What follows belongs to an exercise in optimizing a design on an open flow for small area and a short achievable clock period; a production flow would make more cautious choices. In this exercise RTL edits were held to simulation tests only and were not proved equivalent to the original. Power figures rest on the tool's default switching activity, not on a simulated workload.

==> flow/design.v (excerpt) <==
module MIPS(
	input clk, clear,
	input [15:0] instr,
	output reg [3:0] PC,
	output [15:0] R1, R2, R3
	);
export LEC_CHECK = 0
export CAP_MARGIN = 20
export CORE_MARGIN = 2
export CORE_UTILIZATION = 65
export CTS_BUF_LIST = sky130_fd_sc_hd__clkbuf_16
export CTS_CLUSTER_DIAMETER = 60
export CTS_CLUSTER_SIZE = 24
export GPL_ROUTABILITY_DRIVEN = 0
export SETUP_SLACK_MARGIN = 4
export SLEW_MARGIN = 20
export SYNTH_HIERARCHICAL = 1
export SYNTH_MINIMUM_KEEP_SIZE = 0
create_clock -name core_clock -period 9.0 [get_ports {clk}]
standard.sh (not shown) runs the stock make flow with config.mk's settings and CLKGATE_MAP_FILE= SYNTH_SCRIPT=/design/flow/synth_recipe.tcl, a recipe that flattens the netlist after the stock synthesis.
==> flow/flow/run.sh <==
#!/bin/bash
# Layout flow: the standard ORFS flow (standard.sh, unchanged synthesis),
# with the port buffers made from sky130_fd_sc_hd__buf_1 (resized later where timing needs it) instead of the
# buffer ORFS picks by default (a delay cell). Every input and output port
# still gets its own buffer. The whole make output goes to standard_flow.log.
set -euo pipefail
bash standard.sh "BUFFER_PORTS_ARGS=-buffer_cell sky130_fd_sc_hd__buf_1" finish > standard_flow.log 2>&1
Then changed:
- CTS_BUF_LIST: sky130_fd_sc_hd__clkbuf_16 -> sky130_fd_sc_hd__clkbuf_8
- CTS_CLUSTER_DIAMETER: 60 -> 50
- CTS_CLUSTER_SIZE: 24 -> 16
- GPL_ROUTABILITY_DRIVEN: 0 -> default
- SETUP_SLACK_MARGIN: 4 -> 4.15
The changed run completed with no timing, DRC or antenna violations.
Via count stays flat.
Worst setup slack improved by 0.16 ns.
Routed wire length rose by 0.88%.
Global-route usage rose by 0.23 points.
Cell count rose by 1.3%.
Cell area stays flat.

---

run 1:
Another version of the RTL of MIPS (not shown whole).
Size in the first run: roughly 520 flip-flops, ~70 I/O pins, ~24000 µm² of cells after synthesis.
Settings: LEC_CHECK=0, CAP_MARGIN=20, CORE_MARGIN=2, CORE_UTILIZATION=40, SLEW_MARGIN=20; clock period 9.0 ns.
run.sh (not shown) runs the stock make flow with config.mk's settings and CLKGATE_MAP_FILE= SYNTH_SCRIPT=/design/flow/synth_recipe.tcl, a recipe that flattens the netlist after the stock synthesis.
Stock flow here: none of the scripts above is used.
> inputs changed (run 1 -> run 2)
- changing CORE_UTILIZATION from 40 to 65
- setting SETUP_SLACK_MARGIN to 3 for the first time
Run 2 does better than run 1 on die area.
Via count: run 1 and run 2 compared, higher one is run 2
Run 2 vs. run 1: number of global-route vias before repair +about 5%, area used by multi-input combinational logic +about 6%, worst setup slack +1680 ps.
The inputs of run 3 differ from those of run 2 as listed below.
- a change of SETUP_SLACK_MARGIN from 3 to 4.2
Notes after the runs:
Run 3 ended with every stage complete and zero timing, DRC or antenna violations. Per the comparison of run 3 with run 2, data-path buffer share of cell area in the final layout saw an increase; post-cts repair resize count saw an increase; clock network fraction of design power saw a decrease. Core utilization: run 3 higher than run 2.

---

build 93:
Another version of the RTL of MIPS (not shown whole).
For scale: roughly 1,500 cells after synthesis, ~520 flip-flops, roughly 70 I/O pins, ~22,000 sq um of cells after synthesis.
Settings: LEC_CHECK=0, CAP_MARGIN=20, CORE_MARGIN=2, CORE_UTILIZATION=65, CTS_BUF_LIST=sky130_fd_sc_hd__clkbuf_8, CTS_CLUSTER_DIAMETER=50, CTS_CLUSTER_SIZE=16, SETUP_SLACK_MARGIN=4.2, SLEW_MARGIN=20, SYNTH_HIERARCHICAL=1, SYNTH_MINIMUM_KEEP_SIZE=0, TNS_END_PERCENT=10; clock period 9.0 ns.
standard.sh (not shown) runs the stock make flow with config.mk's settings and CLKGATE_MAP_FILE= SYNTH_SCRIPT=/design/flow/synth_recipe.tcl, a recipe that flattens the netlist after the stock synthesis.
Scripts as last shown in full above: flow/flow/run.sh
For build 76, these inputs were changed with respect to build 93:
- SETUP_SLACK_MARGIN: 4.2 -> 4
- CTS_CLUSTER_SIZE: 16 -> unset
- CTS_BUF_LIST: sky130_fd_sc_hd__clkbuf_8 -> sky130_fd_sc_hd__clkbuf_4
- TNS_END_PERCENT: 10 -> unset
- CTS_CLUSTER_DIAMETER: 50 -> unset
==> flow/run.sh (new file) <==
#!/bin/bash
# synth_recipe.tcl (not shown) runs the flow's synth.tcl, then flattens the netlist and writes it again
# the make line also repeats each setting of config.mk as NAME=value (left out here)
make -C /OpenROAD-flow-scripts/flow DESIGN_CONFIG=/design/flow/config.mk WORK_HOME=/design/flow/orfs CLKGATE_MAP_FILE= SYNTH_SCRIPT=/design/flow/synth_recipe.tcl finish
removed: flow/flow/run.sh
removed: flow/standard.sh
Results
- Build 76 ends up with higher power share of the clock group than build 93 does.
- Build 76 against build 93: wire length lower, met1 track demand over resource lower, final cell count higher.
- Detailed-route wire length per cell (build 76 vs. build 93) decreases by more than 10%
- Re final area: build 76 is 3.2% down on build 93.
- Synthesis-to-finish area growth ended up 3.9 points lower on build 76 than on build 93.
- | flip-flop and latch share of the layout cell area | higher: build 76 |
- From build 93 to build 76, synthesized cell count did not move at all.
- Looking at final cycle utilization of the critical path, build 76 sits 3.8 points lower than build 93 does.
Edits applied to the flow inputs when going from build 76 to build 27:
- swapping sky130_fd_sc_hd__clkbuf_4 for sky130_fd_sc_hd__clkbuf_8 in CTS_BUF_LIST
- putting CTS_CLUSTER_DIAMETER at 50 where nothing was set
- putting CTS_CLUSTER_SIZE at 16 where nothing was set
- swapping 65 for 60 in CORE_UTILIZATION
==> flow/flow/run.sh (new file) <==
#!/bin/bash
# Layout flow: the standard ORFS flow (standard.sh, unchanged synthesis),
# with the port buffers made from sky130_fd_sc_hd__buf_1 (resized later where timing needs it) instead of the
# buffer ORFS picks by default (a delay cell). Every input and output port
# still gets its own buffer. The whole make output goes to standard_flow.log.
set -euo pipefail
bash standard.sh "BUFFER_PORTS_ARGS=-buffer_cell sky130_fd_sc_hd__buf_1" finish > standard_flow.log 2>&1
==> flow/standard.sh (new file) <==
#!/bin/bash
# synth_recipe.tcl (not shown) runs the flow's synth.tcl, then flattens the netlist and writes it again
# the make line also repeats each setting of config.mk as NAME=value (left out here)
make -C /OpenROAD-flow-scripts/flow DESIGN_CONFIG=/design/flow/config.mk WORK_HOME=/design/flow/orfs CLKGATE_MAP_FILE= SYNTH_SCRIPT=/design/flow/synth_recipe.tcl "${@:-finish}"
removed: flow/run.sh
--- outcome ---
Top metal layer carrying routed signals: met5 -> build 76, met4 -> build 27
Build 76 reports its layer with the highest usage as met2 while build 27 reports met1.
Compared with build 76, build 27 is more frugal on power.
For build 76, the end point of the critical path was g[3].rr[14], unlike build 27, where it was g[14].rr[15].
Fraction of layout instances using a drive strength above 1 delta (build 27 -> build 76): insignificant
Sequential share of layout area: build 27 vs build 76 up 0.75 points
Of build 76 and build 27, the lower setup clock skew after layout belongs to build 27.
Changes observed in build 27 relative to build 76: multi-input combinational cell count moved up; minimum setup slack in the final design moved down.
Relative to build 27, the following input files were edited for build 21:
- removing CTS_CLUSTER_DIAMETER (formerly 50)
- changing CTS_BUF_LIST from sky130_fd_sc_hd__clkbuf_8 to sky130_fd_sc_hd__clkbuf_4
- removing CTS_CLUSTER_SIZE (formerly 16)
- changing CORE_UTILIZATION from 60 to 65
==> flow/flow/run.sh <==
#!/bin/bash
# Layout flow: the standard ORFS flow (standard.sh, unchanged synthesis),
# with the port buffers made from sky130_fd_sc_hd__buf_4 instead of the
# buffer ORFS picks by default (a delay cell). Every input and output port
# still gets its own buffer. The whole make output goes to standard_flow.log.
set -euo pipefail
bash standard.sh "BUFFER_PORTS_ARGS=-buffer_cell sky130_fd_sc_hd__buf_4" finish > standard_flow.log 2>&1
Notes after the runs:
Timing, DRC, antenna: 0 failures across build 27 and build 21. Sum of met3 wire segment lengths after detailed routing (higher): build 27. Looking at detailed-router iteration count before antenna repair, build 21 sits 1 above build 27. Share of the cycle needed by the critical path after routing (build 21 over build 27): decrease, 0.57 points. Sort build 27 and build 21 by clock buffer instance count of the final layout desc -> top: build 21. Changes observed in build 21 relative to build 27: aggregate global-route resource usage picked up an extra 1.6 points, number of cells in the finished layout apart from fillers went up 61, cell area after layout decreased by about 0.43% relative to the old numbers. Non-clock buffer contribution to total cell area, build 27 and build 21: higher on build 27. Overall via count from detail_route across build 27 and build 21: no real change. Post-DP HPWL: build 21 vs build 27 down 2.1%. The cell area power density in build 21 sits 6.9% above the value recorded for build 27.
The following lists how build 19 was set up differently from build 21:
- CTS_CLUSTER_SIZE newly set to 16
- CTS_BUF_LIST changed from sky130_fd_sc_hd__clkbuf_4 to sky130_fd_sc_hd__clkbuf_8
- CTS_CLUSTER_DIAMETER newly set to 50
==> flow/flow/run.sh <==
#!/bin/bash
# Layout flow: the standard ORFS flow (standard.sh, unchanged synthesis),
# with the port buffers made from sky130_fd_sc_hd__buf_1 (resized later where timing needs it) instead of the
# buffer ORFS picks by default (a delay cell). Every input and output port
# still gets its own buffer. The whole make output goes to standard_flow.log.
set -euo pipefail
bash standard.sh "BUFFER_PORTS_ARGS=-buffer_cell sky130_fd_sc_hd__buf_1" finish > standard_flow.log 2>&1
Notes after the runs:
For build 19, the critical path endpoint was g[4].rr[11], unlike build 21, where it was g[8].rr[14]. [compare] base=build 21 new=build 19: routed length on met2 saw a decrease, initial antenna violation count went down by 2. Clock skew: build 19 better than build 21.

---

MIPS again, from the RTL that the note above started with.
Design MIPS, start of the top module:
module MIPS(
	input clk, clear,
	input [15:0] instr,
	output reg [3:0] PC,
	output [15:0] R1, R2, R3
	);
	wire [3:0] op  = instr[15:12];
	wire [3:0] rs  = instr[11:8];
	wire [3:0] rt  = instr[7:4];
	wire [3:0] rd  = instr[3:0];
	wire [3:0] imm = instr[3:0];
	wire nc = ~clear;
	wire is_and  = (op == 4'd0);
	wire is_or   = (op == 4'd1);
	wire is_add  = (op == 4'd2);
	wire is_addi = (op == 4'd3);
	wire is_sub  = (op == 4'd6);
	wire is_slt  = (op == 4'd7);
	wire is_lw   = (op == 4'd8);
	wire is_sw   = (op == 4'd10);
	wire is_bne  = (op == 4'd14);
	wire is_j    = (op == 4'd15);
	wire rwe = is_and | is_or | is_add | is_addi | is_sub | is_slt | is_lw;
	wire [3:0] waddr = (is_addi | is_lw) ? rt : rd;
	wire sub = op[2];    
	wire [15:0] r [0:15];    
	wire [15:0] m [0:15];    
	wire [15:0] sA, sB, mhit, sM, An, Bn, A, Bx, wd, alun;
	genvar i, b;
	generate
		for (i = 0; i < 16; i = i + 1) begin : dec
			assign sA[i] = (rs == i);
			assign sB[i] = (rt == i);
			wire [3:0] tgt = i - imm;
			assign mhit[i] = (A[3:0] == tgt);
			assign sM[i] = mhit[i] & is_lw & nc;
		end
		for (b = 0; b < 16; b = b + 1) begin : rp
			wire [15:0] rc, mc;
			for (i = 0; i < 16; i = i + 1) begin : w_
				assign rc[i] = r[i][b];
				assign mc[i] = m[i][b];
			end
			mux16oh pa(.d(rc), .s(sA), .yn(An[b]));
			mux16oh pb(.d(rc), .s(sB), .yn(Bn[b]));
			mux16wb pm(.d(mc), .s(sM), .alun(alun[b]), .y(wd[b]));
		end
	endgenerate
	assign A  = ~An;
	assign Bx = ~Bn;    
	wire [15:0] e0, e1;    
	generate
  ...
Settings: LEC_CHECK=0, CAP_MARGIN=20, CORE_MARGIN=2, CORE_UTILIZATION=55, CTS_BUF_LIST=sky130_fd_sc_hd__clkbuf_8, CTS_CLUSTER_DIAMETER=50, CTS_CLUSTER_SIZE=16, SETUP_SLACK_MARGIN=4.4, SLEW_MARGIN=20, SYNTH_HIERARCHICAL=1, SYNTH_MINIMUM_KEEP_SIZE=0; clock period 9.0 ns.
run.sh (not shown) runs the stock make flow with config.mk's settings and CLKGATE_MAP_FILE= SYNTH_SCRIPT=/design/flow/synth_recipe.tcl, a recipe that flattens the netlist after the stock synthesis.
Stock flow here: none of the scripts above is used.
==> next run, changes <==
==> flow/flow/run.sh (new file) <==
#!/bin/bash
# Layout flow: the standard ORFS flow (standard.sh, unchanged synthesis),
# with the port buffers made from sky130_fd_sc_hd__buf_1 (resized later where timing needs it) instead of the
# buffer ORFS picks by default (a delay cell). Every input and output port
# still gets its own buffer. The whole make output goes to standard_flow.log.
set -euo pipefail
bash standard.sh "BUFFER_PORTS_ARGS=-buffer_cell sky130_fd_sc_hd__buf_1" finish > standard_flow.log 2>&1
==> flow/standard.sh (new file) <==
#!/bin/bash
# synth_recipe.tcl (not shown) runs the flow's synth.tcl, then flattens the netlist and writes it again
# the make line also repeats each setting of config.mk as NAME=value (left out here)
make -C /OpenROAD-flow-scripts/flow DESIGN_CONFIG=/design/flow/config.mk WORK_HOME=/design/flow/orfs CLKGATE_MAP_FILE= SYNTH_SCRIPT=/design/flow/synth_recipe.tcl "${@:-finish}"
CORE_UTILIZATION = 65   (was 55)
CTS_BUF_LIST = sky130_fd_sc_hd__clkbuf_16   (was sky130_fd_sc_hd__clkbuf_8)
CTS_CLUSTER_DIAMETER = 60   (was 50)
CTS_CLUSTER_SIZE = 24   (was 16)
SETUP_SLACK_MARGIN = 4   (was 4.4)
removed: flow/run.sh
After rerunning: Clock skew came out lower by 0.0074 ns. Wire length goes down by 17%. Total power fell by 2.3%.
==> next run, changes <==
==> flow/run.sh (new file) <==
#!/bin/bash
# synth_recipe.tcl (not shown) runs the flow's synth.tcl, then flattens the netlist and writes it again
# the make line also repeats each setting of config.mk as NAME=value (left out here)
make -C /OpenROAD-flow-scripts/flow DESIGN_CONFIG=/design/flow/config.mk WORK_HOME=/design/flow/orfs CLKGATE_MAP_FILE= SYNTH_SCRIPT=/design/flow/synth_recipe.tcl finish
CTS_BUF_LIST = sky130_fd_sc_hd__clkbuf_4   (was sky130_fd_sc_hd__clkbuf_16)
CTS_CLUSTER_DIAMETER = not set   (was 60)
CTS_CLUSTER_SIZE = not set   (was 24)
SETUP_SLACK_MARGIN = 4.5   (was 4)
removed: flow/flow/run.sh
removed: flow/standard.sh
Result: The new run finished with timing, DRC and antenna clean. Clock-buffer cell count goes up by 148. Die area stays the same. Cell count goes up by 12%.

---

Setup of run A:
RTL: one of the versions met above, not the one the previous note started from.
Size in the first run: about 1,600 cells after synthesis, roughly 520 flip-flops, about 70 I/O pins.
export LEC_CHECK = 0
export CAP_MARGIN = 20
export CORE_MARGIN = 2
export CORE_UTILIZATION = 65
export CTS_BUF_LIST = sky130_fd_sc_hd__clkbuf_8
export CTS_CLUSTER_DIAMETER = 50
export CTS_CLUSTER_SIZE = 16
export GPL_ROUTABILITY_DRIVEN = 0
export PLACE_DENSITY = 0.75
export SETUP_SLACK_MARGIN = 4
export SLEW_MARGIN = 20
export SYNTH_HIERARCHICAL = 1
export SYNTH_MINIMUM_KEEP_SIZE = 0
create_clock -name core_clock -period 9.0 [get_ports {clk}]
standard.sh (not shown) runs the stock make flow with config.mk's settings and CLKGATE_MAP_FILE= SYNTH_SCRIPT=/design/flow/synth_recipe.tcl, a recipe that flattens the netlist after the stock synthesis.
==> flow/flow/run.sh <==
#!/bin/bash
# Layout flow: the standard ORFS flow (standard.sh, unchanged synthesis),
# with the port buffers made from sky130_fd_sc_hd__buf_1 (resized later where timing needs it) instead of the
# buffer ORFS picks by default (a delay cell). Every input and output port
# still gets its own buffer. The whole make output goes to standard_flow.log.
set -euo pipefail
bash standard.sh "BUFFER_PORTS_ARGS=-buffer_cell sky130_fd_sc_hd__buf_1" finish > standard_flow.log 2>&1
Input-level comparison between run B and run A:
Settings: clearing GPL_ROUTABILITY_DRIVEN, which used to be 0; clearing PLACE_DENSITY, which used to be 0.75; swapping 4 for 3.9 in SETUP_SLACK_MARGIN.
[summary]
The share of final-layout standard cells stronger than drive strength 1 of run B falls short of that of run A by 1.4 points. Uppermost signal routing layer after detailed routing = met5: run A; uppermost signal routing layer after detailed routing = met4: run B. Total wire length shrinks slightly when moving from run A to run B. Depth of the critical timing path with buffers and inverters included, run B and run A: smaller value in run B. From run A to run B the numbers moved as follows: synthesized area did not really move, final critical-path required period shows an increase of 0.10 ns, maximum vdd ir drop picked up an extra 26%.
Setup changes, run B to run C
Settings: changing SETUP_SLACK_MARGIN from 3.9 to 4; changing CORE_UTILIZATION from 65 to 70.
Findings:
- Run C ran to completion and came out clean on the timing, DRC and antenna checks.
- Looking at post-layout total power, run C sits about 0.7% lower than run B does.
- On run C: depth of the most critical reg-to-reg path is 3 higher than what run B gave.
- Comparing run B and run C, the higher routed via count was measured on run C.
- Run B has a lower share of the core filled with cells than run C.
- On worst slack after detailed placement: run C sits above run B.
- Run B → run C: total length of routed met3 wires rose about 10%, cell count shows a reduction of 0.62%, pin count of the biggest net entering global routing ~0 delta.
- Total detailed-routing wirelength, run B and run C, higher one = run B.
--- input diff run C..run D ---
Settings: swapping 70 for 65 in CORE_UTILIZATION; putting PLACE_DENSITY at 0.85 where nothing was set; putting GPL_ROUTABILITY_DRIVEN at 0 where nothing was set.
Findings:
Mean routed wirelength per cell ended up 1.3% higher on run D than on run C.
Run D vs. run C: post-synthesis to final-layout area growth down 1.4 points; worst setup slack after layout down 0.077 ns; final critical-path share of the clock period up 0.86 points; final cell count without fillers down about 0.36%.
Against run C, the final cell area of run D is lower.
Between run C and run D, the flow reports die area increasing by a little under 10%.
Comparing run C and run D, the higher relative area of non-clock buffer cells in the final design was measured on run C.
[compare] base=run C new=run D: part of the power in registers now larger; worst max-slew margin expressed relative to the limit now sits higher.
#### Input delta (run E over run D)
Settings: GPL_ROUTABILITY_DRIVEN removed (was 0); PLACE_DENSITY removed (was 0.85).
### Flow results
Every stage of the flow completed for run E, and the final layout passed the timing, DRC and antenna checks.
Between run D and run E, the flow reports final area increasing slightly.
As far as unique cell type count in the Yosys netlist goes, run D and run E are indistinguishable; the numbers are identical.
Run E and run D ended up with nearly the same first-pass GRT wire length.
Looking at start point of the critical path, the instr[4] result is from run E; the instr[10] one comes from run D.
Measured against each other, run E and run D differ in area added between synthesis and finish, the higher figure coming from run E.
As of run E, internal portion of total power had risen slightly compared to run D.
Combinational power up about 2% in run E wrt run D
Portion of total power attributed to the clock network, run E and run D: smaller value in run D
The minimum hold slack on run D is in line with that on run E.
Total track usage delta for run E relative to run D: 0.51 points higher
[compare] base=run D new=run E: met3 usage fell by 1.2 points; final antenna diode count stayed essentially flat.
What run F does differently from run E at the input level:
Settings: putting PLACE_DENSITY at 0.75 where nothing was set.
[summary]
Run F vs run E on core utilization: run F is the lower one.
Run F ended with more post-route minimum period than run E.
Run F: length in cells of the worst reg-to-reg path is 1 lower than what run E reported.
Min clock power share across run F and run E: run F
The sequential share of layout area of run F exceeds that of run E by 0.85 points.
Higher critical path depth was reported by run E, not run F.
In the metrics for run F and run E, the one carrying the higher routed wire length is run E.
Max total via count in the routed design across run F and run E: run E
Run F: done, clean on timing, DRC and antenna
Diff run F and run E: count of plain and timing-repair buffers higher in run E
Against run E, run F comes in 3 lower on post-CTS setup-driven buffer insertion count.

## what the ideal ports hide
In the flow no input, the clock included, has a driving cell. The finished layouts below were timed again as built, in two steps. Step 1: set_driving_cell puts a clkbuf_16 on clk and a buf_2 on each other input, an assumption about the parent block. Step 2 adds t to the input delays and takes it off the output delays; t is the mean of the earliest and latest rising clock arrival at the registers after step 1. Input paths then give back, and output paths get back, about the clock's delay inside the block. Three values: no drivers, after step 1, after step 2; two values: the first two.
run | t (ns) | setup slack, ns | worst setup path after step 2
the first run of note 1 | 0.601 | 3.961 / 3.936 / 3.335 | input to register
the second run of note 1 | 0.672 | 4.124 / 4.137 / 3.464 | input to register
run 1 | 0.661 | 1.308 / 1.309 / 0.647 | input to register
run 2 | 0.659 | 2.992 / 3.020 / 2.361 | input to register
run 3 | 0.665 | 2.989 / 3.001 / 2.336 | input to register
build 93 | 0.691 | 3.613 / 3.583 / 2.892 | input to register
build 76 | 0.861 | 3.956 / 3.941 / 3.080 | input to register
build 27 | 0.690 | 3.871 / 3.903 / 3.213 | input to register
build 21 | 0.880 | 3.923 / 3.931 / 3.051 | input to register
build 19 | 0.657 | 3.973 / 3.989 / 3.332 | input to register
the first run of note 4 | 0.706 | 4.118 / 3.987 / 3.281 | input to register
the second run of note 4 | 0.653 | 3.974 / 3.973 / 3.319 | input to register
the third run of note 4 | 0.907 | 4.085 / 4.062 / 3.155 | input to register
run A | 0.676 | 3.950 / 3.976 / 3.300 | input to register
run B | 0.687 | 3.848 / 3.860 / 3.173 | input to register
run C | 0.646 | 3.990 / 4.009 / 3.363 | input to register
run D | 0.645 | 3.913 / 3.936 / 3.291 | input to register
run E | 0.688 | 4.077 / 4.104 / 3.416 | input to register
run F | 0.678 | 3.974 / 3.990 / 3.312 | input to register
After both steps every run listed still meets setup and hold. For the third run of note 4, which loses most, drivers alone change the setup slack by -0.023 ns; drivers and shift together by -0.930 ns.
